This is an optimization exercise on Yosys and OpenROAD, whose aim is small area, not a production implementation. The RTL was checked by simulation tests, not by an equivalence proof against the original design. Power is estimated from default activity; no workload was simulated.

Setup of run M:
Design badapple_top, start of the top module:
module badapple_top(
    input clk,
    input rst,              
    output sck,             
    output reg miso,        
    output reg reset_oled,  
    output dc,              
    output reg sck_reg,     
    input rxd,              
    output st_init,
    output st_clear,
    output st_wait,
    output st_write,
    input  [15:0] sram_data_in,
    output reg [15:0] sram_data_out,
    output        sram_data_oe,
    output reg [18:0] sram_addr,
    output        sram_oe_r,
    output reg    sram_ce_r,
    output        sram_we_r,
    output        sram_ub_r,
    output        sram_lb_r,
    input keepgoing,
    output reg showdelay,
    input addr_reset
    );
    reg [5:0] p;
    wire p_end    = (p == 6'd50);
    wire sck_rise = p_end & ~sck_reg;
    wire sck_fall = p_end & sck_reg;
    wire pre_rise = (p == 6'd49) & ~sck_reg;    
    wire c50      = p[0] ^ sck_reg;             
    always @(posedge clk)
        if (rst) begin
            p <= 0;
            sck_reg <= 0;
        end else begin
            p <= p_end ? 6'd0 : p + 6'd1;
            if (p_end) sck_reg <= ~sck_reg;
        end
    localparam [3:0] S_INIT  = 4'b1000,
                     S_CLEAR = 4'b1100,
                     S_LOAD  = 4'b0100,
                     S_WAIT  = 4'b0010,
                     S_WRITE = 4'b0001,
                     S_DELAY = 4'b1011;
    reg [3:0] st;
    assign {st_init, st_clear, st_wait, st_write} = st;
    wire is_init  = st[3] & ~st[2] & ~st[1];
    wire is_clear = st[3] & st[2];
    wire is_load  = ~st[3] & st[2];
    wire is_write = ~st[3] & st[0];
    wire is_play  = st[1] | st[0];               
    reg [9:0]  ud;      
    reg [3:0]  us;      
    wire       uart_en, hi_step, hi_clr;
    reg [2:0]  e;       
    reg [9:0]  pos;     
    wire [2:0] wu;
    wire [2:0] ru;
    reg [7:0]  cnt_lo;
    reg        cnt_hi0;
    wire [11:0] cnt_hi;
    reg [7:0]  hb;      
    reg [7:0]  sr;      
    reg [3:0]  ss;      
    reg        rmode;   
    reg        rp_d;
    reg [16:0] z;
    wire send_done = ~ss[3] & ~ss[2];            
    wire ss_idle   = ~ss[3] & ss[2] & ~ss[0];    
    wire ss_csl    = ~ss[3] & ss[0];             
    wire spi_data_ph = ss[3];
  ...
For scale: roughly 670 cells after synthesis.
export LEC_CHECK = 0
export CAP_MARGIN = 20
export CORE_MARGIN = 2
export CORE_UTILIZATION = 40
export PLACE_DENSITY = 0.6
export SLEW_MARGIN = 20
create_clock -name core_clock -period 10.0 [get_ports {clk}]
standard.sh (not shown) runs the stock make flow with config.mk's settings and CLKGATE_MAP_FILE= SYNTH_SCRIPT=/design/flow/synth_recipe.tcl, a recipe that flattens the netlist after the stock synthesis.
==> flow/flow/run.sh <==
#!/bin/bash
# Layout flow:
# 1. the standard synthesis (standard.sh synth);
# 2. its combinational logic re-mapped for area by Yosys/ABC (flow/resyn.ys
#    with each flow/resyn*.abc script; the smallest result is kept), with
#    every register cell kept, name and type;
# 3. the standard layout from floorplan to finish (standard.sh), with port
#    buffers of buf_1 cells and a clock tree of clkbuf_4 cells without dummy
#    loads.
# Each step's full output goes to its own log in this folder; ORFS's
# per-stage logs are under orfs/logs.
set -euo pipefail
W=$(pwd)
R=$W/orfs/results/$FLOW_PLATFORM/badapple_top/base
LIB=$FLOW_HOME/platforms/sky130hd/lib/sky130_fd_sc_hd__tt_025C_1v80.lib
YOSYS=$FLOW_HOME/../tools/install/yosys/bin/yosys
[[ -x $YOSYS ]] || YOSYS=yosys

bash standard.sh synth > synth.log 2>&1
cp "$R/1_2_yosys.v" "$W/standard_1_2_yosys.v"
# try each ABC script, keep the smallest result
best=""; best_area=""
for abc in flow/resyn*.abc; do
  n=$(basename "$abc" .abc)
  sed -e "s#@LIB@#$LIB#g" -e "s#@IN@#$W/standard_1_2_yosys.v#" \
      -e "s#@OUT@#$W/${n}_1_2_yosys.v#" -e "s#@ABC@#$W/$abc#" \
      flow/resyn.ys > "${n}_run.ys"
  "$YOSYS" -s "${n}_run.ys" > "${n}.log" 2>&1
  area=$(grep "Chip area for module" "${n}.log" | tail -1 | awk '{print $NF}')
  echo "$n $area" >> resyn_areas.txt
  if [[ -z "$best" ]] || awk -v a="$area" -v b="$best_area" 'BEGIN{exit !(a < b)}'; then
    best=$n; best_area=$area
  fi
done
echo "best $best $best_area" >> resyn_areas.txt
cp "$W/${best}_1_2_yosys.v" "$W/resyn_1_2_yosys.v"
cp "$W/resyn_1_2_yosys.v" "$R/1_2_yosys.v"
rm -f "$R/1_synth.odb" "$R/1_synth.sdc"

export BUFFER_PORTS_ARGS="-buffer_cell sky130_fd_sc_hd__buf_1"
export CTS_ARGS="-sink_clustering_enable -repair_clock_nets -dont_use_dummy_load -buf_list sky130_fd_sc_hd__clkbuf_4 -sink_clustering_size 20 -sink_clustering_max_diameter 60"
bash standard.sh > layout.log 2>&1
Other scripts of this flow, unchanged in this note and not shown: flow/flow/resyn.ys, flow/flow/resyn1.abc, flow/flow/resyn2.abc, flow/flow/resyn3.abc, flow/flow/resyn4.abc
Inputs modified between run M and run R:
--- a/flow/design.v
+++ b/flow/design.v
@@ -19,22 +19,22 @@
     output reg    sram_ce_r,
     output        sram_we_r,
     output        sram_ub_r,
     output        sram_lb_r,
     input keepgoing,
     output reg showdelay,
     input addr_reset
     );
     reg [5:0] p;
-    wire p_end    = (p == 6'd50);
+    wire p_end    = p[5] & p[4] & p[1];          
     wire sck_rise = p_end & ~sck_reg;
     wire sck_fall = p_end & sck_reg;
-    wire pre_rise = (p == 6'd49) & ~sck_reg;    
+    wire pre_rise = p[5] & p[4] & p[0] & ~sck_reg;    
     wire c50      = p[0] ^ sck_reg;             
     always @(posedge clk)
         if (rst) begin
             p <= 0;
             sck_reg <= 0;
         end else begin
             p <= p_end ? 6'd0 : p + 6'd1;
             if (p_end) sck_reg <= ~sck_reg;
         end
@@ -73,20 +73,20 @@
     wire spi_data_ph = ss[3];
     assign cnt_hi = is_play ? {ud, us[0], cnt_hi0} : {11'd0, cnt_hi0};
     wire cnt_ge = |cnt_hi;                          
     localparam [7:0] CLO_38 = 8'h4d, CLO_98 = 8'ha2, CLO_255 = 8'h80;
     wire [7:0]  cnt_lo_inc = {cnt_lo[6:0], cnt_lo[7] ^ cnt_lo[5] ^ cnt_lo[4] ^ cnt_lo[3] ^ (cnt_lo[6:0] == 7'd0)};
     wire [11:0] cnt_hi_inc = {cnt_hi[10:0], cnt_hi[11] ^ cnt_hi[10] ^ cnt_hi[9] ^ cnt_hi[3] ^ (cnt_hi[10:0] == 11'd0)};
     wire cnt_carry = (cnt_lo == CLO_255);
     wire k_0   = ~cnt_hi0 & (cnt_lo == 8'd0);
     wire k_98  = ~cnt_hi0 & (cnt_lo == CLO_98);
-    wire k_294 = cnt_hi0 & (cnt_lo == CLO_38);
-    wire init_done = (pos[3:0] == 4'd11);
+    wire k_294 = cnt_hi0 & cnt_lo[3] & cnt_lo[2] & cnt_lo[0];    
+    wire init_done = pos[3] & pos[1] & pos[0];     
     wire eng_done = e[2] & e[1];                   
     always @(posedge clk)
         if (rst) reset_oled <= 0;
         else if (is_init & ~sck_reg) begin
             if (k_0 && p == 6'd10) reset_oled <= 1;
             else if (k_98 && p == 6'd4) reset_oled <= 0;
             else if (k_294 && p == 6'd12) reset_oled <= 1;
         end
     wire is_wait  = ~st[3] & st[1];
[summary]
- Both conditions hold for run R: the flow ran to the end and the final layout passed the timing, DRC and antenna checks.
- Comparing the two runs side by side, run R comes out ahead of run M on final worst setup slack.
- Delta (run R minus run M): clock skew saw little to no change; design area dropped 110 um2; maximum fanout count along the critical path shrank by 18; initial standard-cell utilization of the core lower.
- Run comparison: run R cell with the biggest individual delay on the critical path sky130_fd_sc_hd__nor4_1; run M cell with the biggest individual delay on the critical path sky130_fd_sc_hd__a21boi_0
- Compare run R and run M | total internal power lower: run R
- Summary — logic gate share of total power, run R relative to run M: lower, by 1.0 points.
- Compared with run M, run R shows fraction of met3 tracks used by global routing lower by 0.57 points.
- Run R: overall power after layout lower than run M
- Run M has higher growth of design area from synthesis to finish than run R.

## afterwards: timing with drivers on the ports
The flow's constraints put no driver on any port. The routed layouts listed below were extracted and timed again, unchanged, in two steps.
Step 1 assumes that a clkbuf_16 drives the clock port and a buf_2 every other input.
Step 2 also shifts input and output timing later by t, the mid clock arrival at the registers, as if the neighbouring blocks saw the same clock.
Three values: ideal, step 1, step 2; two values: the first two.
| run | t, ns | setup slack, ns | latest minus earliest clock arrival (ns) |
|---|---|---|---|
| run M | 0.543 | 5.445 / 5.445 / 5.445 | 0.046 / 0.045 |
| run R | 0.543 | 5.450 / 5.450 / 5.450 | 0.043 / 0.042 |
After both steps every run listed still meets setup and hold.
